Background: an optimization exercise with open tools, aiming at small area, a short achievable clock period and few clock cycles. Do not read the settings as production practice. For this run, only the layout was checked, not whether the RTL still works. Power figures rest on the tool's default switching activity, not on a simulated workload.

<file path="config.mk">
export PLATFORM = sky130hd
export DESIGN_NAME = booth_mul64
export DESIGN_NICKNAME = booth_mul64
export VERILOG_FILES = /design/flow/design.v
export SDC_FILE = /design/flow/constraint.sdc
export NUM_CORES = 4
export LEC_CHECK = 0
export CAP_MARGIN = 20
export CORE_MARGIN = 2
export CORE_UTILIZATION = 40
export SETUP_SLACK_MARGIN = 4.3
export SLEW_MARGIN = 20
</file>
<file path="constraint.sdc">
create_clock -name core_clock -period 7.0 [get_ports {clk}]
set_input_delay 1.4000 -clock core_clock [delete_from_list [all_inputs] [get_ports {clk}]]
set_output_delay 1.4000 -clock core_clock [all_outputs]
set_load 0.01 [all_outputs]
</file>
<file path="design.v">
module booth_mul64(clk, reset_n, multiplier, multiplicand, op_start, op_clear, op_done, result);
  input clk, reset_n;
  input op_start, op_clear;
  input [63:0] multiplier, multiplicand;
  output op_done;
  output [127:0] result;
  reg st_idle, st_busy, st_cpa, st_done;
  reg [2:0] cnt;
  reg [63:0] M;           
  reg [63:0] PL;          
  reg [64:0] S, C;        
  reg [7:0] SL, CL;       
  reg cin;
  reg [3:0] bone0, btwo0, bneg0;   
  assign op_done = st_done;
  assign result = {S[63:0], PL};
  wire [64:0] xe  = {M[63], M};
  wire [64:0] x2e = {M, 1'b0};
  wire [64:0] pp0;
  wire nb0 = bneg0[0];
  assign pp0[64:0] = (({65{bone0[0]}} & xe[64:0]) | ({65{btwo0[0]}} & x2e[64:0])) ^ {65{bneg0[0]}};
  wire [64:0] pp1;
  wire nb1 = bneg0[1];
  assign pp1[64:0] = (({65{bone0[1]}} & xe[64:0]) | ({65{btwo0[1]}} & x2e[64:0])) ^ {65{bneg0[1]}};
  wire [64:0] pp2;
  wire nb2 = bneg0[2];
  assign pp2[64:0] = (({65{bone0[2]}} & xe[64:0]) | ({65{btwo0[2]}} & x2e[64:0])) ^ {65{bneg0[2]}};
  wire [64:0] pp3;
  wire nb3 = bneg0[3];
  assign pp3[64:0] = (({65{bone0[3]}} & xe[64:0]) | ({65{btwo0[3]}} & x2e[64:0])) ^ {65{bneg0[3]}};
  wire fs0, fc0, fs1, fc1, fs2, fc2, fs3, fc3, fs4, fc4, fs5, fc5, fs6, fc6, fs7, fc7, fs8, fc8, fs9, fc9, fs10, fc10, fs11, fc11, fs12, fc12, fs13, fc13, fs14, fc14, fs15, fc15, fs16, fc16, fs17, fc17, fs18, fc18, fs19, fc19, fs20, fc20, fs21, fc21, fs22, fc22, fs23, fc23, fs24, fc24, fs25, fc25, fs26, fc26, fs27, fc27, fs28, fc28, fs29, fc29, fs30, fc30, fs31, fc31, fs32, fc32, fs33, fc33, fs34, fc34, fs35, fc35, fs36, fc36, fs37, fc37, fs38, fc38, fs39, fc39, fs40, fc40, fs41, fc41, fs42, fc42, fs43, fc43, fs44, fc44, fs45, fc45, fs46, fc46, fs47, fc47, fs48, fc48, fs49, fc49, fs50, fc50, fs51, fc51, fs52, fc52, fs53, fc53, fs54, fc54, fs55, fc55, fs56, fc56, fs57, fc57, fs58, fc58, fs59, fc59, fs60, fc60, fs61, fc61, fs62, fc62, fs63, fc63, fs64, fc64, fs65, fc65, fs66, fc66, fs67, fc67, fs68, fc68, fs69, fc69, fs70, fc70, fs71, fc71, fs72, fc72, fs73, fc73, fs74, fc74, fs75, fc75, fs76, fc76, fs77, fc77, fs78, fc78, fs79, fc79, fs80, fc80, fs81, fc81, fs82, fc82, fs83, fc83, fs84, fc84, fs85, fc85, fs86, fc86, fs87, fc87, fs88, fc88, fs89, fc89, fs90, fc90, fs91, fc91, fs92, fc92, fs93, fc93, fs94, fc94, fs95, fc95, fs96, fc96, fs97, fc97, fs98, fc98, fs99, fc99, fs100, fc100, fs101, fc101, fs102, fc102, fs103, fc103, fs104, fc104, fs105, fc105, fs106, fc106, fs107, fc107, fs108, fc108, fs109, fc109, fs110, fc110, fs111, fc111, fs112, fc112, fs113, fc113, fs114, fc114, fs115, fc115, fs116, fc116, fs117, fc117, fs118, fc118, fs119, fc119, fs120, fc120, fs121, fc121, fs122, fc122, fs123, fc123, fs124, fc124, fs125, fc125, fs126, fc126, fs127, fc127, fs128, fc128, fs129, fc129, fs130, fc130, fs131, fc131, fs132, fc132, fs133, fc133, fs134, fc134, fs135, fc135, fs136, fc136, fs137, fc137, fs138, fc138, fs139, fc139, fs140, fc140, fs141, fc141, fs142, fc142, fs143, fc143, fs144, fc144, fs145, fc145, fs146, fc146, fs147, fc147, fs148, fc148, fs149, fc149, fs150, fc150, fs151, fc151, fs152, fc152, fs153, fc153, fs154, fc154, fs155, fc155, fs156, fc156, fs157, fc157, fs158, fc158, fs159, fc159, fs160, fc160, fs161, fc161, fs162, fc162, fs163, fc163, fs164, fc164, fs165, fc165, fs166, fc166, fs167, fc167, fs168, fc168, fs169, fc169, fs170, fc170, fs171, fc171, fs172, fc172, fs173, fc173, fs174, fc174, fs175, fc175, fs176, fc176, fs177, fc177, fs178, fc178, fs179, fc179, fs180, fc180, fs181, fc181, fs182, fc182, fs183, fc183, fs184, fc184, fs185, fc185, fs186, fc186, fs187, fc187, fs188, fc188, fs189, fc189, fs190, fc190, fs191, fc191, fs192, fc192, fs193, fc193, fs194, fc194, fs195, fc195, fs196, fc196, fs197, fc197, fs198, fc198, fs199, fc199, fs200, fc200, fs201, fc201, fs202, fc202, fs203, fc203, fs204, fc204, fs205, fc205, fs206, fc206, fs207, fc207, fs208, fc208, fs209, fc209, fs210, fc210, fs211, fc211, fs212, fc212, fs213, fc213, fs214, fc214, fs215, fc215, fs216, fc216, fs217, fc217, fs218, fc218, fs219, fc219, fs220, fc220, fs221, fc221, fs222, fc222, fs223, fc223, fs224, fc224, fs225, fc225, fs226, fc226, fs227, fc227, fs228, fc228, fs229, fc229, fs230, fc230, fs231, fc231, fs232, fc232, fs233, fc233, fs234, fc234, fs235, fc235, fs236, fc236, fs237, fc237, fs238, fc238, fs239, fc239, fs240, fc240, fs241, fc241, fs242, fc242, fs243, fc243, fs244, fc244, fs245, fc245, fs246, fc246, fs247, fc247, fs248, fc248, fs249, fc249, fs250, fc250, fs251, fc251, fs252, fc252, fs253, fc253, hs254, hc254, fs255, fc255, fs256, fc256;
  assign fs0 = S[0] ^ C[0] ^ nb0;
  assign fc0 = (S[0] & C[0]) | (S[0] & nb0) | (C[0] & nb0);
  assign fs1 = S[1] ^ C[1] ^ pp0[1];
  assign fc1 = (S[1] & C[1]) | (S[1] & pp0[1]) | (C[1] & pp0[1]);
  assign fs2 = C[2] ^ S[2] ^ nb1;
  assign fc2 = (C[2] & S[2]) | (C[2] & nb1) | (S[2] & nb1);
  assign fs3 = pp1[0] ^ pp0[2] ^ fs2;
  assign fc3 = (pp1[0] & pp0[2]) | (pp1[0] & fs2) | (pp0[2] & fs2);
  assign fs4 = S[3] ^ C[3] ^ pp1[1];
  assign fc4 = (S[3] & C[3]) | (S[3] & pp1[1]) | (C[3] & pp1[1]);
  assign fs5 = pp0[3] ^ fc2 ^ fs4;
  assign fc5 = (pp0[3] & fc2) | (pp0[3] & fs4) | (fc2 & fs4);
  assign fs6 = S[4] ^ C[4] ^ nb2;
  assign fc6 = (S[4] & C[4]) | (S[4] & nb2) | (C[4] & nb2);
  assign fs7 = pp2[0] ^ pp0[4] ^ pp1[2];
  assign fc7 = (pp2[0] & pp0[4]) | (pp2[0] & pp1[2]) | (pp0[4] & pp1[2]);
  assign fs8 = fs6 ^ fc4 ^ fs7;
  assign fc8 = (fs6 & fc4) | (fs6 & fs7) | (fc4 & fs7);
  assign fs9 = S[5] ^ C[5] ^ pp0[5];
  assign fc9 = (S[5] & C[5]) | (S[5] & pp0[5]) | (C[5] & pp0[5]);
  assign fs10 = pp2[1] ^ pp1[3] ^ fc6;
  assign fc10 = (pp2[1] & pp1[3]) | (pp2[1] & fc6) | (pp1[3] & fc6);
  assign fs11 = fc7 ^ fs9 ^ fs10;
  assign fc11 = (fc7 & fs9) | (fc7 & fs10) | (fs9 & fs10);
  assign fs12 = S[6] ^ C[6] ^ nb3;
  assign fc12 = (S[6] & C[6]) | (S[6] & nb3) | (C[6] & nb3);
  assign fs13 = pp0[6] ^ pp1[4] ^ pp2[2];
  assign fc13 = (pp0[6] & pp1[4]) | (pp0[6] & pp2[2]) | (pp1[4] & pp2[2]);
  assign fs14 = pp3[0] ^ fs12 ^ fc9;
  assign fc14 = (pp3[0] & fs12) | (pp3[0] & fc9) | (fs12 & fc9);
  assign fs15 = fc10 ^ fs13 ^ fs14;
  assign fc15 = (fc10 & fs13) | (fc10 & fs14) | (fs13 & fs14);
  assign fs16 = C[7] ^ S[7] ^ pp0[7];
  assign fc16 = (C[7] & S[7]) | (C[7] & pp0[7]) | (S[7] & pp0[7]);
  assign fs17 = pp2[3] ^ pp1[5] ^ pp3[1];
  assign fc17 = (pp2[3] & pp1[5]) | (pp2[3] & pp3[1]) | (pp1[5] & pp3[1]);
  assign fs18 = fc12 ^ fc13 ^ fs16;
  assign fc18 = (fc12 & fc13) | (fc12 & fs16) | (fc13 & fs16);
  assign fs19 = fs17 ^ fc14 ^ fs18;
  assign fc19 = (fs17 & fc14) | (fs17 & fs18) | (fc14 & fs18);
  assign fs20 = S[8] ^ C[8] ^ pp0[8];
  assign fc20 = (S[8] & C[8]) | (S[8] & pp0[8]) | (C[8] & pp0[8]);
  assign fs21 = pp3[2] ^ pp2[4] ^ pp1[6];
  assign fc21 = (pp3[2] & pp2[4]) | (pp3[2] & pp1[6]) | (pp2[4] & pp1[6]);
  assign fs22 = fc16 ^ fc17 ^ fs20;
  assign fc22 = (fc16 & fc17) | (fc16 & fs20) | (fc17 & fs20);
  assign fs23 = fs21 ^ fc18 ^ fs22;
  assign fc23 = (fs21 & fc18) | (fs21 & fs22) | (fc18 & fs22);
  assign fs24 = S[9] ^ C[9] ^ pp2[5];
  assign fc24 = (S[9] & C[9]) | (S[9] & pp2[5]) | (C[9] & pp2[5]);
  assign fs25 = pp1[7] ^ pp3[3] ^ pp0[9];
  assign fc25 = (pp1[7] & pp3[3]) | (pp1[7] & pp0[9]) | (pp3[3] & pp0[9]);
  assign fs26 = fc20 ^ fc21 ^ fs24;
  assign fc26 = (fc20 & fc21) | (fc20 & fs24) | (fc21 & fs24);
  assign fs27 = fs25 ^ fc22 ^ fs26;
  assign fc27 = (fs25 & fc22) | (fs25 & fs26) | (fc22 & fs26);
  assign fs28 = C[10] ^ S[10] ^ pp2[6];
  assign fc28 = (C[10] & S[10]) | (C[10] & pp2[6]) | (S[10] & pp2[6]);
  assign fs29 = pp1[8] ^ pp0[10] ^ pp3[4];
  assign fc29 = (pp1[8] & pp0[10]) | (pp1[8] & pp3[4]) | (pp0[10] & pp3[4]);
  assign fs30 = fc25 ^ fc24 ^ fs28;
  assign fc30 = (fc25 & fc24) | (fc25 & fs28) | (fc24 & fs28);
  assign fs31 = fs29 ^ fc26 ^ fs30;
  assign fc31 = (fs29 & fc26) | (fs29 & fs30) | (fc26 & fs30);
  assign fs32 = C[11] ^ S[11] ^ pp0[11];
  assign fc32 = (C[11] & S[11]) | (C[11] & pp0[11]) | (S[11] & pp0[11]);
  assign fs33 = pp2[7] ^ pp3[5] ^ pp1[9];
  assign fc33 = (pp2[7] & pp3[5]) | (pp2[7] & pp1[9]) | (pp3[5] & pp1[9]);
  assign fs34 = fc28 ^ fc29 ^ fs33;
  assign fc34 = (fc28 & fc29) | (fc28 & fs33) | (fc29 & fs33);
  assign fs35 = fs32 ^ fc30 ^ fs34;
  assign fc35 = (fs32 & fc30) | (fs32 & fs34) | (fc30 & fs34);
  assign fs36 = C[12] ^ S[12] ^ pp3[6];
  assign fc36 = (C[12] & S[12]) | (C[12] & pp3[6]) | (S[12] & pp3[6]);
  assign fs37 = pp1[10] ^ pp2[8] ^ pp0[12];
  assign fc37 = (pp1[10] & pp2[8]) | (pp1[10] & pp0[12]) | (pp2[8] & pp0[12]);
  assign fs38 = fc33 ^ fc32 ^ fs37;
  assign fc38 = (fc33 & fc32) | (fc33 & fs37) | (fc32 & fs37);
  assign fs39 = fs36 ^ fc34 ^ fs38;
  assign fc39 = (fs36 & fc34) | (fs36 & fs38) | (fc34 & fs38);
  assign fs40 = C[13] ^ S[13] ^ pp3[7];
  assign fc40 = (C[13] & S[13]) | (C[13] & pp3[7]) | (S[13] & pp3[7]);
  assign fs41 = pp2[9] ^ pp0[13] ^ pp1[11];
  assign fc41 = (pp2[9] & pp0[13]) | (pp2[9] & pp1[11]) | (pp0[13] & pp1[11]);
  assign fs42 = fc37 ^ fc36 ^ fs41;
  assign fc42 = (fc37 & fc36) | (fc37 & fs41) | (fc36 & fs41);
  assign fs43 = fs40 ^ fc38 ^ fs42;
  assign fc43 = (fs40 & fc38) | (fs40 & fs42) | (fc38 & fs42);
  assign fs44 = C[14] ^ S[14] ^ pp1[12];
  assign fc44 = (C[14] & S[14]) | (C[14] & pp1[12]) | (S[14] & pp1[12]);
  assign fs45 = pp0[14] ^ pp3[8] ^ pp2[10];
  assign fc45 = (pp0[14] & pp3[8]) | (pp0[14] & pp2[10]) | (pp3[8] & pp2[10]);
  assign fs46 = fc41 ^ fc40 ^ fs44;
  assign fc46 = (fc41 & fc40) | (fc41 & fs44) | (fc40 & fs44);
  assign fs47 = fs45 ^ fc42 ^ fs46;
  assign fc47 = (fs45 & fc42) | (fs45 & fs46) | (fc42 & fs46);
  assign fs48 = S[15] ^ C[15] ^ pp1[13];
  assign fc48 = (S[15] & C[15]) | (S[15] & pp1[13]) | (C[15] & pp1[13]);
  assign fs49 = pp2[11] ^ pp3[9] ^ pp0[15];
  assign fc49 = (pp2[11] & pp3[9]) | (pp2[11] & pp0[15]) | (pp3[9] & pp0[15]);
  assign fs50 = fc44 ^ fc45 ^ fs48;
  assign fc50 = (fc44 & fc45) | (fc44 & fs48) | (fc45 & fs48);
  assign fs51 = fs49 ^ fc46 ^ fs50;
  assign fc51 = (fs49 & fc46) | (fs49 & fs50) | (fc46 & fs50);
  assign fs52 = S[16] ^ C[16] ^ pp1[14];
  assign fc52 = (S[16] & C[16]) | (S[16] & pp1[14]) | (C[16] & pp1[14]);
  assign fs53 = pp2[12] ^ pp3[10] ^ pp0[16];
  assign fc53 = (pp2[12] & pp3[10]) | (pp2[12] & pp0[16]) | (pp3[10] & pp0[16]);
  assign fs54 = fc49 ^ fc48 ^ fs52;
  assign fc54 = (fc49 & fc48) | (fc49 & fs52) | (fc48 & fs52);
  assign fs55 = fs53 ^ fc50 ^ fs54;
  assign fc55 = (fs53 & fc50) | (fs53 & fs54) | (fc50 & fs54);
  assign fs56 = C[17] ^ S[17] ^ pp2[13];
  assign fc56 = (C[17] & S[17]) | (C[17] & pp2[13]) | (S[17] & pp2[13]);
  assign fs57 = pp0[17] ^ pp1[15] ^ pp3[11];
  assign fc57 = (pp0[17] & pp1[15]) | (pp0[17] & pp3[11]) | (pp1[15] & pp3[11]);
  assign fs58 = fc53 ^ fc52 ^ fs57;
  assign fc58 = (fc53 & fc52) | (fc53 & fs57) | (fc52 & fs57);
  assign fs59 = fs56 ^ fc54 ^ fs58;
  assign fc59 = (fs56 & fc54) | (fs56 & fs58) | (fc54 & fs58);
  assign fs60 = C[18] ^ S[18] ^ pp2[14];
  assign fc60 = (C[18] & S[18]) | (C[18] & pp2[14]) | (S[18] & pp2[14]);
  assign fs61 = pp0[18] ^ pp3[12] ^ pp1[16];
  assign fc61 = (pp0[18] & pp3[12]) | (pp0[18] & pp1[16]) | (pp3[12] & pp1[16]);
  assign fs62 = fc57 ^ fc56 ^ fs60;
  assign fc62 = (fc57 & fc56) | (fc57 & fs60) | (fc56 & fs60);
  assign fs63 = fs61 ^ fc58 ^ fs62;
  assign fc63 = (fs61 & fc58) | (fs61 & fs62) | (fc58 & fs62);
  assign fs64 = C[19] ^ S[19] ^ pp1[17];
  assign fc64 = (C[19] & S[19]) | (C[19] & pp1[17]) | (S[19] & pp1[17]);
  assign fs65 = pp2[15] ^ pp3[13] ^ pp0[19];
  assign fc65 = (pp2[15] & pp3[13]) | (pp2[15] & pp0[19]) | (pp3[13] & pp0[19]);
  assign fs66 = fc60 ^ fc61 ^ fs65;
  assign fc66 = (fc60 & fc61) | (fc60 & fs65) | (fc61 & fs65);
  assign fs67 = fs64 ^ fc62 ^ fs66;
  assign fc67 = (fs64 & fc62) | (fs64 & fs66) | (fc62 & fs66);
  assign fs68 = S[20] ^ C[20] ^ pp0[20];
  assign fc68 = (S[20] & C[20]) | (S[20] & pp0[20]) | (C[20] & pp0[20]);
  assign fs69 = pp3[14] ^ pp1[18] ^ pp2[16];
  assign fc69 = (pp3[14] & pp1[18]) | (pp3[14] & pp2[16]) | (pp1[18] & pp2[16]);
  assign fs70 = fc64 ^ fc65 ^ fs69;
  assign fc70 = (fc64 & fc65) | (fc64 & fs69) | (fc65 & fs69);
  assign fs71 = fs68 ^ fc66 ^ fs70;
  assign fc71 = (fs68 & fc66) | (fs68 & fs70) | (fc66 & fs70);
  assign fs72 = C[21] ^ S[21] ^ pp2[17];
  assign fc72 = (C[21] & S[21]) | (C[21] & pp2[17]) | (S[21] & pp2[17]);
  assign fs73 = pp1[19] ^ pp0[21] ^ pp3[15];
  assign fc73 = (pp1[19] & pp0[21]) | (pp1[19] & pp3[15]) | (pp0[21] & pp3[15]);
  assign fs74 = fc68 ^ fc69 ^ fs72;
  assign fc74 = (fc68 & fc69) | (fc68 & fs72) | (fc69 & fs72);
  assign fs75 = fs73 ^ fc70 ^ fs74;
  assign fc75 = (fs73 & fc70) | (fs73 & fs74) | (fc70 & fs74);
  assign fs76 = C[22] ^ S[22] ^ pp3[16];
  assign fc76 = (C[22] & S[22]) | (C[22] & pp3[16]) | (S[22] & pp3[16]);
  assign fs77 = pp1[20] ^ pp0[22] ^ pp2[18];
  assign fc77 = (pp1[20] & pp0[22]) | (pp1[20] & pp2[18]) | (pp0[22] & pp2[18]);
  assign fs78 = fc72 ^ fc73 ^ fs76;
  assign fc78 = (fc72 & fc73) | (fc72 & fs76) | (fc73 & fs76);
  assign fs79 = fs77 ^ fc74 ^ fs78;
  assign fc79 = (fs77 & fc74) | (fs77 & fs78) | (fc74 & fs78);
  assign fs80 = S[23] ^ C[23] ^ pp2[19];
  assign fc80 = (S[23] & C[23]) | (S[23] & pp2[19]) | (C[23] & pp2[19]);
  assign fs81 = pp3[17] ^ pp1[21] ^ pp0[23];
  assign fc81 = (pp3[17] & pp1[21]) | (pp3[17] & pp0[23]) | (pp1[21] & pp0[23]);
  assign fs82 = fc77 ^ fc76 ^ fs81;
  assign fc82 = (fc77 & fc76) | (fc77 & fs81) | (fc76 & fs81);
  assign fs83 = fs80 ^ fc78 ^ fs82;
  assign fc83 = (fs80 & fc78) | (fs80 & fs82) | (fc78 & fs82);
  assign fs84 = C[24] ^ S[24] ^ pp2[20];
  assign fc84 = (C[24] & S[24]) | (C[24] & pp2[20]) | (S[24] & pp2[20]);
  assign fs85 = pp1[22] ^ pp3[18] ^ pp0[24];
  assign fc85 = (pp1[22] & pp3[18]) | (pp1[22] & pp0[24]) | (pp3[18] & pp0[24]);
  assign fs86 = fc80 ^ fc81 ^ fs85;
  assign fc86 = (fc80 & fc81) | (fc80 & fs85) | (fc81 & fs85);
  assign fs87 = fs84 ^ fc82 ^ fs86;
  assign fc87 = (fs84 & fc82) | (fs84 & fs86) | (fc82 & fs86);
  assign fs88 = C[25] ^ S[25] ^ pp3[19];
  assign fc88 = (C[25] & S[25]) | (C[25] & pp3[19]) | (S[25] & pp3[19]);
  assign fs89 = pp1[23] ^ pp2[21] ^ pp0[25];
  assign fc89 = (pp1[23] & pp2[21]) | (pp1[23] & pp0[25]) | (pp2[21] & pp0[25]);
  assign fs90 = fc85 ^ fc84 ^ fs88;
  assign fc90 = (fc85 & fc84) | (fc85 & fs88) | (fc84 & fs88);
  assign fs91 = fs89 ^ fc86 ^ fs90;
  assign fc91 = (fs89 & fc86) | (fs89 & fs90) | (fc86 & fs90);
  assign fs92 = C[26] ^ S[26] ^ pp2[22];
  assign fc92 = (C[26] & S[26]) | (C[26] & pp2[22]) | (S[26] & pp2[22]);
  assign fs93 = pp3[20] ^ pp0[26] ^ pp1[24];
  assign fc93 = (pp3[20] & pp0[26]) | (pp3[20] & pp1[24]) | (pp0[26] & pp1[24]);
  assign fs94 = fc89 ^ fc88 ^ fs93;
  assign fc94 = (fc89 & fc88) | (fc89 & fs93) | (fc88 & fs93);
  assign fs95 = fs92 ^ fc90 ^ fs94;
  assign fc95 = (fs92 & fc90) | (fs92 & fs94) | (fc90 & fs94);
  assign fs96 = S[27] ^ C[27] ^ pp1[25];
  assign fc96 = (S[27] & C[27]) | (S[27] & pp1[25]) | (C[27] & pp1[25]);
  assign fs97 = pp2[23] ^ pp3[21] ^ pp0[27];
  assign fc97 = (pp2[23] & pp3[21]) | (pp2[23] & pp0[27]) | (pp3[21] & pp0[27]);
  assign fs98 = fc93 ^ fc92 ^ fs96;
  assign fc98 = (fc93 & fc92) | (fc93 & fs96) | (fc92 & fs96);
  assign fs99 = fs97 ^ fc94 ^ fs98;
  assign fc99 = (fs97 & fc94) | (fs97 & fs98) | (fc94 & fs98);
  assign fs100 = S[28] ^ C[28] ^ pp0[28];
  assign fc100 = (S[28] & C[28]) | (S[28] & pp0[28]) | (C[28] & pp0[28]);
  assign fs101 = pp3[22] ^ pp2[24] ^ pp1[26];
  assign fc101 = (pp3[22] & pp2[24]) | (pp3[22] & pp1[26]) | (pp2[24] & pp1[26]);
  assign fs102 = fc96 ^ fc97 ^ fs101;
  assign fc102 = (fc96 & fc97) | (fc96 & fs101) | (fc97 & fs101);
  assign fs103 = fs100 ^ fc98 ^ fs102;
  assign fc103 = (fs100 & fc98) | (fs100 & fs102) | (fc98 & fs102);
  assign fs104 = C[29] ^ S[29] ^ pp3[23];
  assign fc104 = (C[29] & S[29]) | (C[29] & pp3[23]) | (S[29] & pp3[23]);
  assign fs105 = pp0[29] ^ pp1[27] ^ pp2[25];
  assign fc105 = (pp0[29] & pp1[27]) | (pp0[29] & pp2[25]) | (pp1[27] & pp2[25]);
  assign fs106 = fc100 ^ fc101 ^ fs104;
  assign fc106 = (fc100 & fc101) | (fc100 & fs104) | (fc101 & fs104);
  assign fs107 = fs105 ^ fc102 ^ fs106;
  assign fc107 = (fs105 & fc102) | (fs105 & fs106) | (fc102 & fs106);
  assign fs108 = S[30] ^ C[30] ^ pp3[24];
  assign fc108 = (S[30] & C[30]) | (S[30] & pp3[24]) | (C[30] & pp3[24]);
  assign fs109 = pp2[26] ^ pp0[30] ^ pp1[28];
  assign fc109 = (pp2[26] & pp0[30]) | (pp2[26] & pp1[28]) | (pp0[30] & pp1[28]);
  assign fs110 = fc105 ^ fc104 ^ fs108;
  assign fc110 = (fc105 & fc104) | (fc105 & fs108) | (fc104 & fs108);
  assign fs111 = fs109 ^ fc106 ^ fs110;
  assign fc111 = (fs109 & fc106) | (fs109 & fs110) | (fc106 & fs110);
  assign fs112 = S[31] ^ C[31] ^ pp2[27];
  assign fc112 = (S[31] & C[31]) | (S[31] & pp2[27]) | (C[31] & pp2[27]);
  assign fs113 = pp3[25] ^ pp1[29] ^ pp0[31];
  assign fc113 = (pp3[25] & pp1[29]) | (pp3[25] & pp0[31]) | (pp1[29] & pp0[31]);
  assign fs114 = fc109 ^ fc108 ^ fs112;
  assign fc114 = (fc109 & fc108) | (fc109 & fs112) | (fc108 & fs112);
  assign fs115 = fs113 ^ fc110 ^ fs114;
  assign fc115 = (fs113 & fc110) | (fs113 & fs114) | (fc110 & fs114);
  assign fs116 = S[32] ^ C[32] ^ pp2[28];
  assign fc116 = (S[32] & C[32]) | (S[32] & pp2[28]) | (C[32] & pp2[28]);
  assign fs117 = pp3[26] ^ pp1[30] ^ pp0[32];
  assign fc117 = (pp3[26] & pp1[30]) | (pp3[26] & pp0[32]) | (pp1[30] & pp0[32]);
  assign fs118 = fc113 ^ fc112 ^ fs116;
  assign fc118 = (fc113 & fc112) | (fc113 & fs116) | (fc112 & fs116);
  assign fs119 = fs117 ^ fc114 ^ fs118;
  assign fc119 = (fs117 & fc114) | (fs117 & fs118) | (fc114 & fs118);
  assign fs120 = C[33] ^ S[33] ^ pp0[33];
  assign fc120 = (C[33] & S[33]) | (C[33] & pp0[33]) | (S[33] & pp0[33]);
  assign fs121 = pp1[31] ^ pp2[29] ^ pp3[27];
  assign fc121 = (pp1[31] & pp2[29]) | (pp1[31] & pp3[27]) | (pp2[29] & pp3[27]);
  assign fs122 = fc116 ^ fc117 ^ fs121;
  assign fc122 = (fc116 & fc117) | (fc116 & fs121) | (fc117 & fs121);
  assign fs123 = fs120 ^ fc118 ^ fs122;
  assign fc123 = (fs120 & fc118) | (fs120 & fs122) | (fc118 & fs122);
  assign fs124 = C[34] ^ S[34] ^ pp0[34];
  assign fc124 = (C[34] & S[34]) | (C[34] & pp0[34]) | (S[34] & pp0[34]);
  assign fs125 = pp3[28] ^ pp1[32] ^ pp2[30];
  assign fc125 = (pp3[28] & pp1[32]) | (pp3[28] & pp2[30]) | (pp1[32] & pp2[30]);
  assign fs126 = fc120 ^ fc121 ^ fs124;
  assign fc126 = (fc120 & fc121) | (fc120 & fs124) | (fc121 & fs124);
  assign fs127 = fs125 ^ fc122 ^ fs126;
  assign fc127 = (fs125 & fc122) | (fs125 & fs126) | (fc122 & fs126);
  assign fs128 = S[35] ^ C[35] ^ pp0[35];
  assign fc128 = (S[35] & C[35]) | (S[35] & pp0[35]) | (C[35] & pp0[35]);
  assign fs129 = pp1[33] ^ pp2[31] ^ pp3[29];
  assign fc129 = (pp1[33] & pp2[31]) | (pp1[33] & pp3[29]) | (pp2[31] & pp3[29]);
  assign fs130 = fc124 ^ fc125 ^ fs128;
  assign fc130 = (fc124 & fc125) | (fc124 & fs128) | (fc125 & fs128);
  assign fs131 = fs129 ^ fc126 ^ fs130;
  assign fc131 = (fs129 & fc126) | (fs129 & fs130) | (fc126 & fs130);
  assign fs132 = C[36] ^ S[36] ^ pp0[36];
  assign fc132 = (C[36] & S[36]) | (C[36] & pp0[36]) | (S[36] & pp0[36]);
  assign fs133 = pp3[30] ^ pp1[34] ^ pp2[32];
  assign fc133 = (pp3[30] & pp1[34]) | (pp3[30] & pp2[32]) | (pp1[34] & pp2[32]);
  assign fs134 = fc128 ^ fc129 ^ fs132;
  assign fc134 = (fc128 & fc129) | (fc128 & fs132) | (fc129 & fs132);
  assign fs135 = fs133 ^ fc130 ^ fs134;
  assign fc135 = (fs133 & fc130) | (fs133 & fs134) | (fc130 & fs134);
  assign fs136 = S[37] ^ C[37] ^ pp0[37];
  assign fc136 = (S[37] & C[37]) | (S[37] & pp0[37]) | (C[37] & pp0[37]);
  assign fs137 = pp2[33] ^ pp3[31] ^ pp1[35];
  assign fc137 = (pp2[33] & pp3[31]) | (pp2[33] & pp1[35]) | (pp3[31] & pp1[35]);
  assign fs138 = fc132 ^ fc133 ^ fs137;
  assign fc138 = (fc132 & fc133) | (fc132 & fs137) | (fc133 & fs137);
  assign fs139 = fs136 ^ fc134 ^ fs138;
  assign fc139 = (fs136 & fc134) | (fs136 & fs138) | (fc134 & fs138);
  assign fs140 = C[38] ^ S[38] ^ pp1[36];
  assign fc140 = (C[38] & S[38]) | (C[38] & pp1[36]) | (S[38] & pp1[36]);
  assign fs141 = pp0[38] ^ pp2[34] ^ pp3[32];
  assign fc141 = (pp0[38] & pp2[34]) | (pp0[38] & pp3[32]) | (pp2[34] & pp3[32]);
  assign fs142 = fc136 ^ fc137 ^ fs141;
  assign fc142 = (fc136 & fc137) | (fc136 & fs141) | (fc137 & fs141);
  assign fs143 = fs140 ^ fc138 ^ fs142;
  assign fc143 = (fs140 & fc138) | (fs140 & fs142) | (fc138 & fs142);
  assign fs144 = C[39] ^ S[39] ^ pp3[33];
  assign fc144 = (C[39] & S[39]) | (C[39] & pp3[33]) | (S[39] & pp3[33]);
  assign fs145 = pp1[37] ^ pp2[35] ^ pp0[39];
  assign fc145 = (pp1[37] & pp2[35]) | (pp1[37] & pp0[39]) | (pp2[35] & pp0[39]);
  assign fs146 = fc140 ^ fc141 ^ fs145;
  assign fc146 = (fc140 & fc141) | (fc140 & fs145) | (fc141 & fs145);
  assign fs147 = fs144 ^ fc142 ^ fs146;
  assign fc147 = (fs144 & fc142) | (fs144 & fs146) | (fc142 & fs146);
  assign fs148 = C[40] ^ S[40] ^ pp0[40];
  assign fc148 = (C[40] & S[40]) | (C[40] & pp0[40]) | (S[40] & pp0[40]);
  assign fs149 = pp1[38] ^ pp3[34] ^ pp2[36];
  assign fc149 = (pp1[38] & pp3[34]) | (pp1[38] & pp2[36]) | (pp3[34] & pp2[36]);
  assign fs150 = fc145 ^ fc144 ^ fs148;
  assign fc150 = (fc145 & fc144) | (fc145 & fs148) | (fc144 & fs148);
  assign fs151 = fs149 ^ fc146 ^ fs150;
  assign fc151 = (fs149 & fc146) | (fs149 & fs150) | (fc146 & fs150);
  assign fs152 = C[41] ^ S[41] ^ pp2[37];
  assign fc152 = (C[41] & S[41]) | (C[41] & pp2[37]) | (S[41] & pp2[37]);
  assign fs153 = pp0[41] ^ pp3[35] ^ pp1[39];
  assign fc153 = (pp0[41] & pp3[35]) | (pp0[41] & pp1[39]) | (pp3[35] & pp1[39]);
  assign fs154 = fc148 ^ fc149 ^ fs153;
  assign fc154 = (fc148 & fc149) | (fc148 & fs153) | (fc149 & fs153);
  assign fs155 = fs152 ^ fc150 ^ fs154;
  assign fc155 = (fs152 & fc150) | (fs152 & fs154) | (fc150 & fs154);
  assign fs156 = C[42] ^ S[42] ^ pp0[42];
  assign fc156 = (C[42] & S[42]) | (C[42] & pp0[42]) | (S[42] & pp0[42]);
  assign fs157 = pp3[36] ^ pp2[38] ^ pp1[40];
  assign fc157 = (pp3[36] & pp2[38]) | (pp3[36] & pp1[40]) | (pp2[38] & pp1[40]);
  assign fs158 = fc152 ^ fc153 ^ fs157;
  assign fc158 = (fc152 & fc153) | (fc152 & fs157) | (fc153 & fs157);
  assign fs159 = fs156 ^ fc154 ^ fs158;
  assign fc159 = (fs156 & fc154) | (fs156 & fs158) | (fc154 & fs158);
  assign fs160 = S[43] ^ C[43] ^ pp3[37];
  assign fc160 = (S[43] & C[43]) | (S[43] & pp3[37]) | (C[43] & pp3[37]);
  assign fs161 = pp1[41] ^ pp0[43] ^ pp2[39];
  assign fc161 = (pp1[41] & pp0[43]) | (pp1[41] & pp2[39]) | (pp0[43] & pp2[39]);
  assign fs162 = fc157 ^ fc156 ^ fs161;
  assign fc162 = (fc157 & fc156) | (fc157 & fs161) | (fc156 & fs161);
  assign fs163 = fs160 ^ fc158 ^ fs162;
  assign fc163 = (fs160 & fc158) | (fs160 & fs162) | (fc158 & fs162);
  assign fs164 = C[44] ^ S[44] ^ pp0[44];
  assign fc164 = (C[44] & S[44]) | (C[44] & pp0[44]) | (S[44] & pp0[44]);
  assign fs165 = pp1[42] ^ pp2[40] ^ pp3[38];
  assign fc165 = (pp1[42] & pp2[40]) | (pp1[42] & pp3[38]) | (pp2[40] & pp3[38]);
  assign fs166 = fc160 ^ fc161 ^ fs164;
  assign fc166 = (fc160 & fc161) | (fc160 & fs164) | (fc161 & fs164);
  assign fs167 = fs165 ^ fc162 ^ fs166;
  assign fc167 = (fs165 & fc162) | (fs165 & fs166) | (fc162 & fs166);
  assign fs168 = S[45] ^ C[45] ^ pp0[45];
  assign fc168 = (S[45] & C[45]) | (S[45] & pp0[45]) | (C[45] & pp0[45]);
  assign fs169 = pp3[39] ^ pp2[41] ^ pp1[43];
  assign fc169 = (pp3[39] & pp2[41]) | (pp3[39] & pp1[43]) | (pp2[41] & pp1[43]);
  assign fs170 = fc165 ^ fc164 ^ fs169;
  assign fc170 = (fc165 & fc164) | (fc165 & fs169) | (fc164 & fs169);
  assign fs171 = fs168 ^ fc166 ^ fs170;
  assign fc171 = (fs168 & fc166) | (fs168 & fs170) | (fc166 & fs170);
  assign fs172 = S[46] ^ C[46] ^ pp1[44];
  assign fc172 = (S[46] & C[46]) | (S[46] & pp1[44]) | (C[46] & pp1[44]);
  assign fs173 = pp0[46] ^ pp3[40] ^ pp2[42];
  assign fc173 = (pp0[46] & pp3[40]) | (pp0[46] & pp2[42]) | (pp3[40] & pp2[42]);
  assign fs174 = fc169 ^ fc168 ^ fs173;
  assign fc174 = (fc169 & fc168) | (fc169 & fs173) | (fc168 & fs173);
  assign fs175 = fs172 ^ fc170 ^ fs174;
  assign fc175 = (fs172 & fc170) | (fs172 & fs174) | (fc170 & fs174);
  assign fs176 = C[47] ^ S[47] ^ pp3[41];
  assign fc176 = (C[47] & S[47]) | (C[47] & pp3[41]) | (S[47] & pp3[41]);
  assign fs177 = pp2[43] ^ pp1[45] ^ pp0[47];
  assign fc177 = (pp2[43] & pp1[45]) | (pp2[43] & pp0[47]) | (pp1[45] & pp0[47]);
  assign fs178 = fc173 ^ fc172 ^ fs177;
  assign fc178 = (fc173 & fc172) | (fc173 & fs177) | (fc172 & fs177);
  assign fs179 = fs176 ^ fc174 ^ fs178;
  assign fc179 = (fs176 & fc174) | (fs176 & fs178) | (fc174 & fs178);
  assign fs180 = C[48] ^ S[48] ^ pp2[44];
  assign fc180 = (C[48] & S[48]) | (C[48] & pp2[44]) | (S[48] & pp2[44]);
  assign fs181 = pp1[46] ^ pp3[42] ^ pp0[48];
  assign fc181 = (pp1[46] & pp3[42]) | (pp1[46] & pp0[48]) | (pp3[42] & pp0[48]);
  assign fs182 = fc176 ^ fc177 ^ fs181;
  assign fc182 = (fc176 & fc177) | (fc176 & fs181) | (fc177 & fs181);
  assign fs183 = fs180 ^ fc178 ^ fs182;
  assign fc183 = (fs180 & fc178) | (fs180 & fs182) | (fc178 & fs182);
  assign fs184 = S[49] ^ C[49] ^ pp1[47];
  assign fc184 = (S[49] & C[49]) | (S[49] & pp1[47]) | (C[49] & pp1[47]);
  assign fs185 = pp3[43] ^ pp0[49] ^ pp2[45];
  assign fc185 = (pp3[43] & pp0[49]) | (pp3[43] & pp2[45]) | (pp0[49] & pp2[45]);
  assign fs186 = fc181 ^ fc180 ^ fs184;
  assign fc186 = (fc181 & fc180) | (fc181 & fs184) | (fc180 & fs184);
  assign fs187 = fs185 ^ fc182 ^ fs186;
  assign fc187 = (fs185 & fc182) | (fs185 & fs186) | (fc182 & fs186);
  assign fs188 = S[50] ^ C[50] ^ pp3[44];
  assign fc188 = (S[50] & C[50]) | (S[50] & pp3[44]) | (C[50] & pp3[44]);
  assign fs189 = pp1[48] ^ pp0[50] ^ pp2[46];
  assign fc189 = (pp1[48] & pp0[50]) | (pp1[48] & pp2[46]) | (pp0[50] & pp2[46]);
  assign fs190 = fc184 ^ fc185 ^ fs189;
  assign fc190 = (fc184 & fc185) | (fc184 & fs189) | (fc185 & fs189);
  assign fs191 = fs188 ^ fc186 ^ fs190;
  assign fc191 = (fs188 & fc186) | (fs188 & fs190) | (fc186 & fs190);
  assign fs192 = S[51] ^ C[51] ^ pp1[49];
  assign fc192 = (S[51] & C[51]) | (S[51] & pp1[49]) | (C[51] & pp1[49]);
  assign fs193 = pp3[45] ^ pp2[47] ^ pp0[51];
  assign fc193 = (pp3[45] & pp2[47]) | (pp3[45] & pp0[51]) | (pp2[47] & pp0[51]);
  assign fs194 = fc188 ^ fc189 ^ fs192;
  assign fc194 = (fc188 & fc189) | (fc188 & fs192) | (fc189 & fs192);
  assign fs195 = fs193 ^ fc190 ^ fs194;
  assign fc195 = (fs193 & fc190) | (fs193 & fs194) | (fc190 & fs194);
  assign fs196 = C[52] ^ S[52] ^ pp2[48];
  assign fc196 = (C[52] & S[52]) | (C[52] & pp2[48]) | (S[52] & pp2[48]);
  assign fs197 = pp3[46] ^ pp1[50] ^ pp0[52];
  assign fc197 = (pp3[46] & pp1[50]) | (pp3[46] & pp0[52]) | (pp1[50] & pp0[52]);
  assign fs198 = fc193 ^ fc192 ^ fs196;
  assign fc198 = (fc193 & fc192) | (fc193 & fs196) | (fc192 & fs196);
  assign fs199 = fs197 ^ fc194 ^ fs198;
  assign fc199 = (fs197 & fc194) | (fs197 & fs198) | (fc194 & fs198);
  assign fs200 = C[53] ^ S[53] ^ pp2[49];
  assign fc200 = (C[53] & S[53]) | (C[53] & pp2[49]) | (S[53] & pp2[49]);
  assign fs201 = pp3[47] ^ pp0[53] ^ pp1[51];
  assign fc201 = (pp3[47] & pp0[53]) | (pp3[47] & pp1[51]) | (pp0[53] & pp1[51]);
  assign fs202 = fc196 ^ fc197 ^ fs201;
  assign fc202 = (fc196 & fc197) | (fc196 & fs201) | (fc197 & fs201);
  assign fs203 = fs200 ^ fc198 ^ fs202;
  assign fc203 = (fs200 & fc198) | (fs200 & fs202) | (fc198 & fs202);
  assign fs204 = S[54] ^ C[54] ^ pp2[50];
  assign fc204 = (S[54] & C[54]) | (S[54] & pp2[50]) | (C[54] & pp2[50]);
  assign fs205 = pp1[52] ^ pp3[48] ^ pp0[54];
  assign fc205 = (pp1[52] & pp3[48]) | (pp1[52] & pp0[54]) | (pp3[48] & pp0[54]);
  assign fs206 = fc201 ^ fc200 ^ fs204;
  assign fc206 = (fc201 & fc200) | (fc201 & fs204) | (fc200 & fs204);
  assign fs207 = fs205 ^ fc202 ^ fs206;
  assign fc207 = (fs205 & fc202) | (fs205 & fs206) | (fc202 & fs206);
  assign fs208 = C[55] ^ S[55] ^ pp2[51];
  assign fc208 = (C[55] & S[55]) | (C[55] & pp2[51]) | (S[55] & pp2[51]);
  assign fs209 = pp1[53] ^ pp0[55] ^ pp3[49];
  assign fc209 = (pp1[53] & pp0[55]) | (pp1[53] & pp3[49]) | (pp0[55] & pp3[49]);
  assign fs210 = fc204 ^ fc205 ^ fs209;
  assign fc210 = (fc204 & fc205) | (fc204 & fs209) | (fc205 & fs209);
  assign fs211 = fs208 ^ fc206 ^ fs210;
  assign fc211 = (fs208 & fc206) | (fs208 & fs210) | (fc206 & fs210);
  assign fs212 = S[56] ^ C[56] ^ pp2[52];
  assign fc212 = (S[56] & C[56]) | (S[56] & pp2[52]) | (C[56] & pp2[52]);
  assign fs213 = pp3[50] ^ pp0[56] ^ pp1[54];
  assign fc213 = (pp3[50] & pp0[56]) | (pp3[50] & pp1[54]) | (pp0[56] & pp1[54]);
  assign fs214 = fc209 ^ fc208 ^ fs213;
  assign fc214 = (fc209 & fc208) | (fc209 & fs213) | (fc208 & fs213);
  assign fs215 = fs212 ^ fc210 ^ fs214;
  assign fc215 = (fs212 & fc210) | (fs212 & fs214) | (fc210 & fs214);
  assign fs216 = C[57] ^ S[57] ^ pp0[57];
  assign fc216 = (C[57] & S[57]) | (C[57] & pp0[57]) | (S[57] & pp0[57]);
  assign fs217 = pp3[51] ^ pp1[55] ^ pp2[53];
  assign fc217 = (pp3[51] & pp1[55]) | (pp3[51] & pp2[53]) | (pp1[55] & pp2[53]);
  assign fs218 = fc212 ^ fc213 ^ fs217;
  assign fc218 = (fc212 & fc213) | (fc212 & fs217) | (fc213 & fs217);
  assign fs219 = fs216 ^ fc214 ^ fs218;
  assign fc219 = (fs216 & fc214) | (fs216 & fs218) | (fc214 & fs218);
  assign fs220 = S[58] ^ C[58] ^ pp3[52];
  assign fc220 = (S[58] & C[58]) | (S[58] & pp3[52]) | (C[58] & pp3[52]);
  assign fs221 = pp1[56] ^ pp2[54] ^ pp0[58];
  assign fc221 = (pp1[56] & pp2[54]) | (pp1[56] & pp0[58]) | (pp2[54] & pp0[58]);
  assign fs222 = fc216 ^ fc217 ^ fs220;
  assign fc222 = (fc216 & fc217) | (fc216 & fs220) | (fc217 & fs220);
  assign fs223 = fs221 ^ fc218 ^ fs222;
  assign fc223 = (fs221 & fc218) | (fs221 & fs222) | (fc218 & fs222);
  assign fs224 = S[59] ^ C[59] ^ pp0[59];
  assign fc224 = (S[59] & C[59]) | (S[59] & pp0[59]) | (C[59] & pp0[59]);
  assign fs225 = pp1[57] ^ pp2[55] ^ pp3[53];
  assign fc225 = (pp1[57] & pp2[55]) | (pp1[57] & pp3[53]) | (pp2[55] & pp3[53]);
  assign fs226 = fc220 ^ fc221 ^ fs225;
  assign fc226 = (fc220 & fc221) | (fc220 & fs225) | (fc221 & fs225);
  assign fs227 = fs224 ^ fc222 ^ fs226;
  assign fc227 = (fs224 & fc222) | (fs224 & fs226) | (fc222 & fs226);
  assign fs228 = S[60] ^ C[60] ^ pp1[58];
  assign fc228 = (S[60] & C[60]) | (S[60] & pp1[58]) | (C[60] & pp1[58]);
  assign fs229 = pp0[60] ^ pp3[54] ^ pp2[56];
  assign fc229 = (pp0[60] & pp3[54]) | (pp0[60] & pp2[56]) | (pp3[54] & pp2[56]);
  assign fs230 = fc225 ^ fc224 ^ fs229;
  assign fc230 = (fc225 & fc224) | (fc225 & fs229) | (fc224 & fs229);
  assign fs231 = fs228 ^ fc226 ^ fs230;
  assign fc231 = (fs228 & fc226) | (fs228 & fs230) | (fc226 & fs230);
  assign fs232 = S[61] ^ C[61] ^ pp0[61];
  assign fc232 = (S[61] & C[61]) | (S[61] & pp0[61]) | (C[61] & pp0[61]);
  assign fs233 = pp3[55] ^ pp1[59] ^ pp2[57];
  assign fc233 = (pp3[55] & pp1[59]) | (pp3[55] & pp2[57]) | (pp1[59] & pp2[57]);
  assign fs234 = fc229 ^ fc228 ^ fs233;
  assign fc234 = (fc229 & fc228) | (fc229 & fs233) | (fc228 & fs233);
  assign fs235 = fs232 ^ fc230 ^ fs234;
  assign fc235 = (fs232 & fc230) | (fs232 & fs234) | (fc230 & fs234);
  assign fs236 = C[62] ^ S[62] ^ pp2[58];
  assign fc236 = (C[62] & S[62]) | (C[62] & pp2[58]) | (S[62] & pp2[58]);
  assign fs237 = pp0[62] ^ pp1[60] ^ pp3[56];
  assign fc237 = (pp0[62] & pp1[60]) | (pp0[62] & pp3[56]) | (pp1[60] & pp3[56]);
  assign fs238 = fc232 ^ fc233 ^ fs236;
  assign fc238 = (fc232 & fc233) | (fc232 & fs236) | (fc233 & fs236);
  assign fs239 = fs237 ^ fc234 ^ fs238;
  assign fc239 = (fs237 & fc234) | (fs237 & fs238) | (fc234 & fs238);
  assign fs240 = S[63] ^ C[63] ^ pp2[59];
  assign fc240 = (S[63] & C[63]) | (S[63] & pp2[59]) | (C[63] & pp2[59]);
  assign fs241 = pp3[57] ^ pp1[61] ^ pp0[63];
  assign fc241 = (pp3[57] & pp1[61]) | (pp3[57] & pp0[63]) | (pp1[61] & pp0[63]);
  assign fs242 = fc236 ^ fc237 ^ fs240;
  assign fc242 = (fc236 & fc237) | (fc236 & fs240) | (fc237 & fs240);
  assign fs243 = fs241 ^ fc238 ^ fs242;
  assign fc243 = (fs241 & fc238) | (fs241 & fs242) | (fc238 & fs242);
  assign fs244 = C[64] ^ S[64] ^ pp2[60];
  assign fc244 = (C[64] & S[64]) | (C[64] & pp2[60]) | (S[64] & pp2[60]);
  assign fs245 = ~pp0[64] ^ pp1[62] ^ pp3[58];
  assign fc245 = (~pp0[64] & pp1[62]) | (~pp0[64] & pp3[58]) | (pp1[62] & pp3[58]);
  assign fs246 = fc241 ^ fc240 ^ fs245;
  assign fc246 = (fc241 & fc240) | (fc241 & fs245) | (fc240 & fs245);
  assign fs247 = fs244 ^ fc242 ^ fs246;
  assign fc247 = (fs244 & fc242) | (fs244 & fs246) | (fc242 & fs246);
  assign fs248 = 1'b1 ^ pp3[59] ^ pp2[61];
  assign fc248 = (1'b1 & pp3[59]) | (1'b1 & pp2[61]) | (pp3[59] & pp2[61]);
  assign fs249 = pp1[63] ^ fc245 ^ fc244;
  assign fc249 = (pp1[63] & fc245) | (pp1[63] & fc244) | (fc245 & fc244);
  assign fs250 = fs248 ^ fc246 ^ fs249;
  assign fc250 = (fs248 & fc246) | (fs248 & fs249) | (fc246 & fs249);
  assign fs251 = ~pp1[64] ^ pp3[60] ^ pp2[62];
  assign fc251 = (~pp1[64] & pp3[60]) | (~pp1[64] & pp2[62]) | (pp3[60] & pp2[62]);
  assign fs252 = fc248 ^ fs251 ^ fc249;
  assign fc252 = (fc248 & fs251) | (fc248 & fc249) | (fs251 & fc249);
  assign fs253 = 1'b1 ^ pp3[61] ^ pp2[63];
  assign fc253 = (1'b1 & pp3[61]) | (1'b1 & pp2[63]) | (pp3[61] & pp2[63]);
  assign hs254 = fc251 ^ fs253;
  assign hc254 = fc251 & fs253;
  assign fs255 = ~pp2[64] ^ pp3[62] ^ fc253;
  assign fc255 = (~pp2[64] & pp3[62]) | (~pp2[64] & fc253) | (pp3[62] & fc253);
  assign fs256 = 1'b1 ^ pp3[63] ^ fc255;
  assign fc256 = (1'b1 & pp3[63]) | (1'b1 & fc255) | (pp3[63] & fc255);
  wire [72:0] TS = {1'b0, 1'b1, ~pp3[64], fs256, hc254, fc252, fc250, fc247, fc243, fc239, fc235, fc231, fc227, fc223, fc219, fc215, fc211, fc207, fc203, fc199, fc195, fc191, fc187, fc183, fc179, fc175, fc171, fc167, fc163, fc159, fc155, fc151, fc147, fc143, fc139, fc135, fc131, fc127, fc123, fc119, fc115, fc111, fc107, fc103, fc99, fc95, fc91, fc87, fc83, fc79, fc75, fc71, fc67, fc63, fc59, fc55, fc51, fc47, fc43, fc39, fc35, fc31, fc27, fc23, fc19, fc15, fc11, fc8, fc5, fc3, fc1, fc0, pp0[0]};
  wire [72:0] TC = {1'b0, 1'b0, fc256, 1'b0, fs255, hs254, fs252, fs250, fs247, fs243, fs239, fs235, fs231, fs227, fs223, fs219, fs215, fs211, fs207, fs203, fs199, fs195, fs191, fs187, fs183, fs179, fs175, fs171, fs167, fs163, fs159, fs155, fs151, fs147, fs143, fs139, fs135, fs131, fs127, fs123, fs119, fs115, fs111, fs107, fs103, fs99, fs95, fs91, fs87, fs83, fs79, fs75, fs71, fs67, fs63, fs59, fs55, fs51, fs47, fs43, fs39, fs35, fs31, fs27, fs23, fs19, fs15, fs11, fs8, fs5, fs3, fs1, fs0};
  wire [71:0] aa = {S[63:0], SL};
  wire [71:0] bb = {C[63:0], CL};
  wire [71:0] sum = aa + bb + {71'd0, cin};
  wire cout = sum[8] ^ S[0] ^ C[0];    
  wire [8:0] win = st_idle ? {multiplier[7:0], 1'b0} : PL[15:7];
  wire [3:0] n_one, n_two, n_neg;
  genvar g;
  generate for (g = 0; g < 4; g = g + 1) begin : enc
    wire b0 = win[2*g], b1 = win[2*g+1], b2 = win[2*g+2];
    assign n_one[g] = b1 ^ b0;
    assign n_two[g] = (b2 & ~b1 & ~b0) | (~b2 & b1 & b0);
    assign n_neg[g] = b2 & ~(b1 & b0);
  end endgenerate
  always @(posedge clk or negedge reset_n)
    if (!reset_n) begin
      st_idle <= 1'b1; st_busy <= 1'b0; st_cpa <= 1'b0; st_done <= 1'b0;
      cnt <= 3'd0;
    end else begin
      st_idle <= op_clear | (st_idle & ~op_start);
      st_busy <= ~op_clear & ((st_idle & op_start) | (st_busy & (cnt != 3'd7)));
      st_cpa  <= ~op_clear & st_busy & (cnt == 3'd7);
      st_done <= ~op_clear & (st_cpa | st_done);
      cnt <= st_busy ? cnt + 3'd1 : 3'd0;
    end
  always @(posedge clk) begin
    M <= multiplicand;
    bone0 <= n_one; btwo0 <= n_two; bneg0 <= n_neg;
    if (st_idle) PL <= multiplier;
    else if (st_busy | st_cpa) PL <= {sum[7:0], PL[63:8]};
    if (st_idle) begin
      S <= {1'b1, 64'd0};
      C <= 65'd0; SL <= 8'd0; CL <= 8'd0; cin <= 1'b0;
    end else if (st_busy) begin
      S <= TS[72:8]; C <= TC[72:8];
      SL <= TS[7:0]; CL <= TC[7:0]; cin <= cout;
    end else begin
      S[63:0] <= sum[71:8];
      C <= 65'd0; SL <= 8'd0; CL <= 8'd0; cin <= 1'b0;
    end
  end
endmodule
</file>
<file path="run.sh">
#!/bin/bash
# synth_recipe.tcl (not shown) runs the flow's synth.tcl, then flattens the netlist and writes it again
# the make line also repeats each setting of config.mk as NAME=value (left out here)
make -C /OpenROAD-flow-scripts/flow DESIGN_CONFIG=/design/flow/config.mk WORK_HOME=/design/flow/orfs CLKGATE_MAP_FILE= SYNTH_SCRIPT=/design/flow/synth_recipe.tcl finish
</file>
==> impl_metrics.json <==
{
  "hpwlAfterDp_mm": 56.86,
  "grt_use_total": 0.3112,
  "tns_ps": 0,
  "p_sw_mw": 5.448,
  "core_area_mm2": 0.06002,
  "area_growth_pct": 40.69,
  "synth_top_family_by_area": "adder cells",
  "clk_latency_ps": 590,
  "num-fill-cells": 4886,
  "synth_top_area_frac": 0.2091,
  "endpoint_kind": "flip-flop",
  "post-route-period-util": 0.5051,
  "synth_compound_area_frac": 0.1659,
  "status": "no timing/DRC/antenna violations",
  "clockBufferDepth": 3,
  "critPathSlowestCell": "fa_2",
  "hp-start": "cnt[0]$_DFF_PN0_",
  "max_freq_mhz": 282.8,
  "htree_levels": 2,
  "ys_warn_count": 1,
  "nNetsFinal": 3216,
  "ios": 261,
  "worst_ir_drop_vdd_uv": 208.0,
  "pwr-share-seq": 0.208,
  "worstHoldEndpoint": "cnt[0]$_DFF_PN0_",
  "reg2reg_slack_ps": 3460,
  "gp_congestion": 0.8839,
  "vias_per_cell": 5.884,
  "slew_headroom": 0.3625,
  "ys_seq_elements": 291,
  "cts_tree": "yes",
  "finalCriticalPeriod_ps": 3536,
  "cap_violations": 0,
  "critPathTopFamily": "compound AO/OA/AOI/OAI gates",
  "path_buf_inv": 0,
  "reg2reg_depth": 12,
  "num_rows": 90,
  "fp.dieH_um": 249.6,
  "cp.required_ps": 7470,
  "hold_viol": 0,
  "cpMostUsedCell": "a211o_1",
  "routed_wl_mm": 99.97,
  "drt_iter0_markers": 1867,
  "synth_fa_ha_area_frac": 0.2516,
  "grt-ovfl-total": 0,
  "die_w_um": 249.6,
  "clock_skew_ps": 19.83,
  "drc": 0,
  "vias": 20990,
  "max_stage_delay_ps": 400,
  "start_util": 0.4020,
  "grt_max_degree": 83,
  "ys.flop_type": "dfxtp_1",
  "internal-power_mw": 7.050,
  "grt_pass1_wl_mm": 144.0,
  "power_switching_share": 0.4359,
  "grt_pass1_vias": 21860,
  "hold_depth": 1,
  "yosysSeqAreaShare": 0.2695,
  "slew_violations": 0,
  "setup_viol": 0,
  "drt_pass1_iterations": 6,
  "synth_area_mm2": 0.02413,
  "syn_nets": 2950,
  "cellPowerDensity_mw_per_mm2": 368.2,
  "p_leak_nw": 13.47,
  "reg2reg_to": "S[56]$_SDFF_PP0_",
  "worst_pin_slew_ps": 955.3,
  "layoutNonFillerInstCount": 3567,
  "dp.cells": 3270,
  "hold_buffers": 0,
  "cts-root-buf": "clkbuf_16",
  "cp_max_fo": 3,
  "cp.arrival_ps": 4000,
  "path_cells": "fa_2 > fa_2 > a211o_1 > a211o_1 > a211o_1 > a31oi_4 > or4_4 > a21oi_4 > a21oi_4 > o31a_1 > mux2i_1 > nand2_1",
  "r2r_start": "SL[0]$_SDFF_PP0_",
  "routedWlPerCell_um": 28.03,
  "synth-simple-area-share": 0.07867,
  "die_area_mm2": 0.06230,
  "port_buffers": 260,
  "ys_async_sr_fraction": 0.02405,
  "rsz0062_at_grt": "true",
  "synth_top_cell_by_area": "fa_1",
  "synth_mux_area_frac": 0.02774,
  "synth-edff-count": 64,
  "cp-start-kind": "flip-flop",
  "drtAntennaViolNets": 0,
  "post_route_cells_drive_above_1_share": 0.3421,
  "power_frac_comb": 0.610,
  "synth.avg_cell_area_um2": 9.713,
  "cts_num_sinks": 291,
  "clkSlewWorstSetupHoldPaths_ps": 60,
  "antenna_found_initial": 3,
  "ys_top_cells_by_count": "a22oi_1 (255), fa_1 (252), xnor2_1 (237)",
  "synth_xor_area_frac": 0.1169,
  "cts_made_buffers": 41,
  "hold_class": "flip-flop to flip-flop",
  "yosysUniqueCellTypes": 68,
  "path_class": "flip-flop to flip-flop",
  "clkPwrFrac": 0.182,
  "netlist_instances": 2484,
  "synth_most_common_cell": "a22oi_1",
  "synthTopCellsByArea": "fa_1 (21%), dfxtp_1 (18%), xnor2_1 (8.6%)"
}
[routing by layer]
layer,vias up,part of all wire,track usage
met5,-,0,0
met3,374,0.093,0.06393
met1,10580,0.38,0.3859
met2,1176,0.46,0.4985
li1,8862,-,-
met4,0,0.069,0.1926
[cell type report]
class                   instances  area [µm²]  area share
inverters                     215       835.8     0.02462
diodes                          2       5.005   0.0001474
repair buffers                496        6051      0.1783
clock buffers                  54        1197     0.03527
multi-input cells            1705       17900      0.5273
flip-flops and latches        291        6698      0.1973
well taps                     782       978.4     0.02882
clock inverters                22       281.5    0.008293
[registers in the layout (all words and copies together) (netlist names), 3 cells and up]
| signal | flops |
|---|---|
| PL | 64 |
| cnt | 3 |
| C | 62 |
| SL | 8 |
| M | 64 |
| CL | 8 |
| S | 65 |
| btwo0 | 4 |
| bone0 | 4 |
| bneg0 | 4 |
[kinds of logic after synthesis]
| logic type | count (synthesis) |
|---|---|
| DFF | 291 |
| AOI/OAI and AO/OA | 597 |
| buffers and inverters | 489 |
| xor gates and xnor gates | 322 |
| muxes | 60 |
| adders and majority gates | 334 |
| and+or+nand+nor | 391 |
[per-stage QoR]
step	hold WS (ps)	worst slack, ps	cell area (µm²)	util	power [mW]
floorplan	403.1	3794	24380	-	6.759
global placement	413.8	3157	26630	0.4436	8.444
detailed placement	427.7	3117	26630	0.4436	8.581
CTS	457.1	3528	32720	0.5452	12.06
global route	486.9	3446	33940	0.5655	13.39
finish	451.6	3464	33950	0.5656	12.50
[power by group through the flow]
stage / logic, mW / registers [mW] / clock network (mW)
floorplan: 4.48 / 2.28 / 0
global placement: 5.84 / 2.60 / 0
detailed placement: 5.98 / 2.60 / 0
CTS: 7.19 / 2.58 / 2.29
global route: 8.41 / 2.62 / 2.36
finish: 7.62 / 2.60 / 2.27
[worst max-delay path by stage]
stage,start,to,slack [ps],cells after the start
2_1_floorplan,SL[0]$_SDFF_PP0_,S[62]$_SDFF_PP0_,3790,12
3_3_place_gp,SL[0]$_SDFF_PP0_,S[62]$_SDFF_PP0_,3160,12
3_5_place_dp,bneg0[2]$_DFF_P_,S[39]$_SDFF_PP0_,3120,9
4_1_cts,SL[0]$_SDFF_PP0_,S[56]$_SDFF_PP0_,3530,12
5_1_grt,SL[0]$_SDFF_PP0_,S[56]$_SDFF_PP0_,3450,12
6_report,SL[0]$_SDFF_PP0_,S[56]$_SDFF_PP0_,3460,12
[repair_timing]
action / in CTS / in global routing
pin swaps: 270 / 213
endpoints found under the hold margin: 0 / 0
gates resized for setup: 750 / 243
setup endpoints to repair: 278 / 162
setup buffers: 153 / 28
gates cloned: 35 / 3
[placed cells by master (no fill, tap or decap), types with 73 or more instances in the layout]
master           instances
fa_2                   103
buf_4                   93
a22oi_1                 96
a21oi_1                 90
xnor2_1                184
nand2_1                125
nor2_1                  76
and2_1                  73
dfxtp_1                127
inv_1                  187
a22oi_2                159
fa_1                   149
clkdlybuf4s50_1        132

==> separate check: timing with driven ports <==
How much do the figures lean on ideal ports? The routed layout below was timed once more, with nothing changed but the port constraints. Step 1 assumes that a clkbuf_16 drives the clock port and a buf_2 every other input. Step 2 adds t to the input delays and takes it off the output delays; t is the mean of the earliest and latest rising clock arrival at the registers after step 1. Input paths then give back, and output paths get back, about the clock's delay inside the block. a / b / c = ideal / step 1 / step 2; a / b = the first two.
t (ns): 0.645
setup WS [ns]: 3.464 / 3.464 / 3.464
latest minus earliest clock arrival (ns): 0.020 / 0.019
After both steps this run still meets setup and hold. The setup slack of this run moves by 0.000 ns with the drivers and by 0.000 ns with both steps.
